This design comes from an exercise in tuning for small area, a short achievable clock period and few clock cycles per item on the open sky130 flow, not from production work.
Function was checked by simulation only, so behaviour that the tests miss may differ from the original.
Power and IR drop assume default switching activity.

ember:
==> flow/design.v (excerpt) <==
module axis_gain_wrapper #(
    parameter integer C_S_AXI_DATA_WIDTH = 32,
    parameter integer C_S_AXI_ADDR_WIDTH = 4,
    parameter integer AUDIO_WIDTH        = 16,
    parameter integer GAIN_FBITS         = 12
)(
    input  wire aclk,
    input  wire aresetn,
    input  wire [31:0] s_axis_tdata,
    input  wire        s_axis_tlast,
    input  wire        s_axis_tvalid,
    output wire        s_axis_tready,
    output wire [31:0] m_axis_tdata,
    output wire        m_axis_tlast,
    output wire        m_axis_tvalid,
    input  wire        m_axis_tready,
    input  wire [C_S_AXI_ADDR_WIDTH-1:0] s_axi_awaddr,
    input  wire                          s_axi_awvalid,
    output wire                          s_axi_awready,
    input  wire [C_S_AXI_DATA_WIDTH-1:0] s_axi_wdata,
    input  wire [3:0]                    s_axi_wstrb,
    input  wire                          s_axi_wvalid,
    output wire                          s_axi_wready,
    output wire [1:0]                    s_axi_bresp,
    output reg                           s_axi_bvalid,
    input  wire                          s_axi_bready,
    input  wire [C_S_AXI_ADDR_WIDTH-1:0] s_axi_araddr,
    input  wire                          s_axi_arvalid,
    output wire                          s_axi_arready,
    output reg  [C_S_AXI_DATA_WIDTH-1:0] s_axi_rdata,
    output wire [1:0]                    s_axi_rresp,
    output reg                           s_axi_rvalid,
    input  wire                          s_axi_rready
);
==> flow/config.mk <==
export PLATFORM = sky130hd
export DESIGN_NAME = axis_gain_wrapper
export DESIGN_NICKNAME = axis_gain_wrapper
export VERILOG_FILES = /design/flow/design.v
export SDC_FILE = /design/flow/constraint.sdc
export NUM_CORES = 4
export LEC_CHECK = 0
export ABC_AREA = 1
export CAP_MARGIN = 20
export CORE_MARGIN = 2
export CORE_UTILIZATION = 40
export CTS_BUF_LIST = sky130_fd_sc_hd__clkbuf_4 sky130_fd_sc_hd__clkbuf_8
export SETUP_SLACK_MARGIN = 4.0
export SLEW_MARGIN = 20
==> flow/constraint.sdc <==
create_clock -name core_clock -period 8.0 [get_ports {aclk}]
set_input_delay 1.6000 -clock core_clock [delete_from_list [all_inputs] [get_ports {aclk}]]
set_output_delay 1.6000 -clock core_clock [all_outputs]
set_load 0.01 [all_outputs]
standard.sh (not shown) runs the stock make flow with config.mk's settings and CLKGATE_MAP_FILE= SYNTH_SCRIPT=/design/flow/synth_recipe.tcl, a recipe that flattens the netlist after the stock synthesis.
==> flow/flow/run.sh <==
#!/bin/bash
# Standard layout with two changes:
#  - the port buffers use the smallest buffer cell;
#  - after the standard synthesis, flow/flip_fa.py removes inverters around
#    full adders (a full adder is self-dual, so some adders take the
#    complements of their inputs instead); registers are not touched.
# Each step's output goes to its own log file in this folder.
set -euo pipefail
export BUFFER_PORTS_ARGS="-buffer_cell sky130_fd_sc_hd__buf_1"
RES=orfs/results/sky130hd/axis_gain_wrapper/base
bash standard.sh synth > synth_flow.log 2>&1
cp "$RES/1_2_yosys.v" synth_netlist_standard.v
python3 flow/flip_fa.py synth_netlist_standard.v "$RES/1_2_yosys.v" > flip_fa.log 2>&1
touch "$RES/1_2_yosys.v"
bash standard.sh > layout_flow.log 2>&1
Other scripts of this flow, unchanged in this note and not shown: flow/flow/flip_fa.py
No stage failed in ember, and the final checks on the layout all came back clean.
Testbench counts of ember, summed over its fixed seeds: cycles 16,480, samples 16,384.
The following lists how juniper was set up differently from ember:
- changing SETUP_SLACK_MARGIN from 4.0 to 4.3
- changing CORE_UTILIZATION from 40 to 60
[summary]
juniper reached the final stage; the timing, design-rule and antenna checks on its layout passed. When the final numbers for juniper and ember were put side by side, the clock group share of total power turned out to be greater in ember. NOTE routed wire length on met3 ember->juniper increased slightly. Global-route usage was higher in juniper than in ember. Cell with the largest stage delay on the worst path = sky130_fd_sc_hd__buf_12: juniper; cell with the largest stage delay on the worst path = sky130_fd_sc_hd__buf_2: ember.
#### Input delta (yarrow over juniper)
- CORE_UTILIZATION changed from 60 to 40
diff --git a/flow/flow/run.sh b/flow/flow/run.sh
--- a/flow/flow/run.sh
+++ b/flow/flow/run.sh
@@ -2,4 +2,5 @@
 # Standard layout with two changes:
 #  - the port buffers use the smallest buffer cell;
+#  - m_axis_tready and s_axis_tready sit next to each other (flow/io.tcl);
 #  - after the standard synthesis, flow/flip_fa.py removes inverters around
 #    full adders (a full adder is self-dual, so some adders take the
@@ -8,4 +9,5 @@
 set -euo pipefail
 export BUFFER_PORTS_ARGS="-buffer_cell sky130_fd_sc_hd__buf_1"
+export IO_CONSTRAINTS="$PWD/flow/io.tcl"
 RES=orfs/results/sky130hd/axis_gain_wrapper/base
 bash standard.sh synth > synth_flow.log 2>&1
==> flow/flow/io.tcl (new file) <==
# Keep the two ready pins of the stream side by side: s_axis_tready is a
# combinational function of m_axis_tready (the only input-to-output path).
set_io_pin_constraint -group -order -pin_names {m_axis_tready s_axis_tready}
Notes after the runs:
Number of combinational gates with multiple inputs: juniper vs yarrow — no meaningful difference
A end of the critical path of cil[1] is what yarrow shows, while s_axis_tready belongs to juniper.
Diff juniper -> yarrow: maximum fanout count along the critical path now sits higher; slack of the critical path increased by 0.038 ns relative to the old numbers.
The following lists how zinc was set up differently from yarrow:
diff --git a/flow/flow/run.sh b/flow/flow/run.sh
--- a/flow/flow/run.sh
+++ b/flow/flow/run.sh
@@ -2,5 +2,4 @@
 # Standard layout with two changes:
 #  - the port buffers use the smallest buffer cell;
-#  - m_axis_tready and s_axis_tready sit next to each other (flow/io.tcl);
 #  - after the standard synthesis, flow/flip_fa.py removes inverters around
 #    full adders (a full adder is self-dual, so some adders take the
@@ -9,5 +8,4 @@
 set -euo pipefail
 export BUFFER_PORTS_ARGS="-buffer_cell sky130_fd_sc_hd__buf_1"
-export IO_CONSTRAINTS="$PWD/flow/io.tcl"
 RES=orfs/results/sky130hd/axis_gain_wrapper/base
 bash standard.sh synth > synth_flow.log 2>&1
removed: flow/flow/io.tcl
Results
Cmp yarrow and zinc / sum of routed wire length over all layers / lower: zinc
Of yarrow and zinc, the run reporting the lower proportion of power drawn by combinational gates was yarrow.
Utilization yarrow -> zinc: down
zinc against yarrow: count of inverters not on the clock network in the layout has remained practically unchanged, worst hold slack after final layout has decreased, clock power has decreased, cell count has decreased, global-route usage has decreased.

==> re-timing with driven ports <==
No port has a modelled driver above. Below, the same layouts with a new extraction and two added sets of constraints. Step 1: set_driving_cell puts a clkbuf_16 on aclk and a buf_2 on each other input, an assumption about the parent block. Step 2 adds t to the input delays and takes it off the output delays; t is the mean of the earliest and latest rising clock arrival at the registers after step 1. Input paths then give back, and output paths get back, about the clock's delay inside the block. Three values: ideal ports, drivers, drivers and shift; two values: the first two.
run	shift t [ns]	slack for setup (ns)	worst setup path after step 2	clock arrival spread, ns	worst data-port slew with drivers (ns)
ember	0.689	4.086 / 4.061 / 4.061	input to output	0.026 / 0.026	0.10
juniper	0.698	4.206 / 4.165 / 4.165	input to output	0.047 / 0.047	0.06
yarrow	0.697	4.244 / 4.244 / 4.244	register to register	0.041 / 0.041	0.09
zinc	0.669	4.188 / 4.151 / 4.117	input to register	0.044 / 0.044	0.09
After both steps setup and hold are still met in every run listed. The setup slack of zinc, which loses most, moves by -0.037 ns with the drivers and by -0.071 ns with both steps.
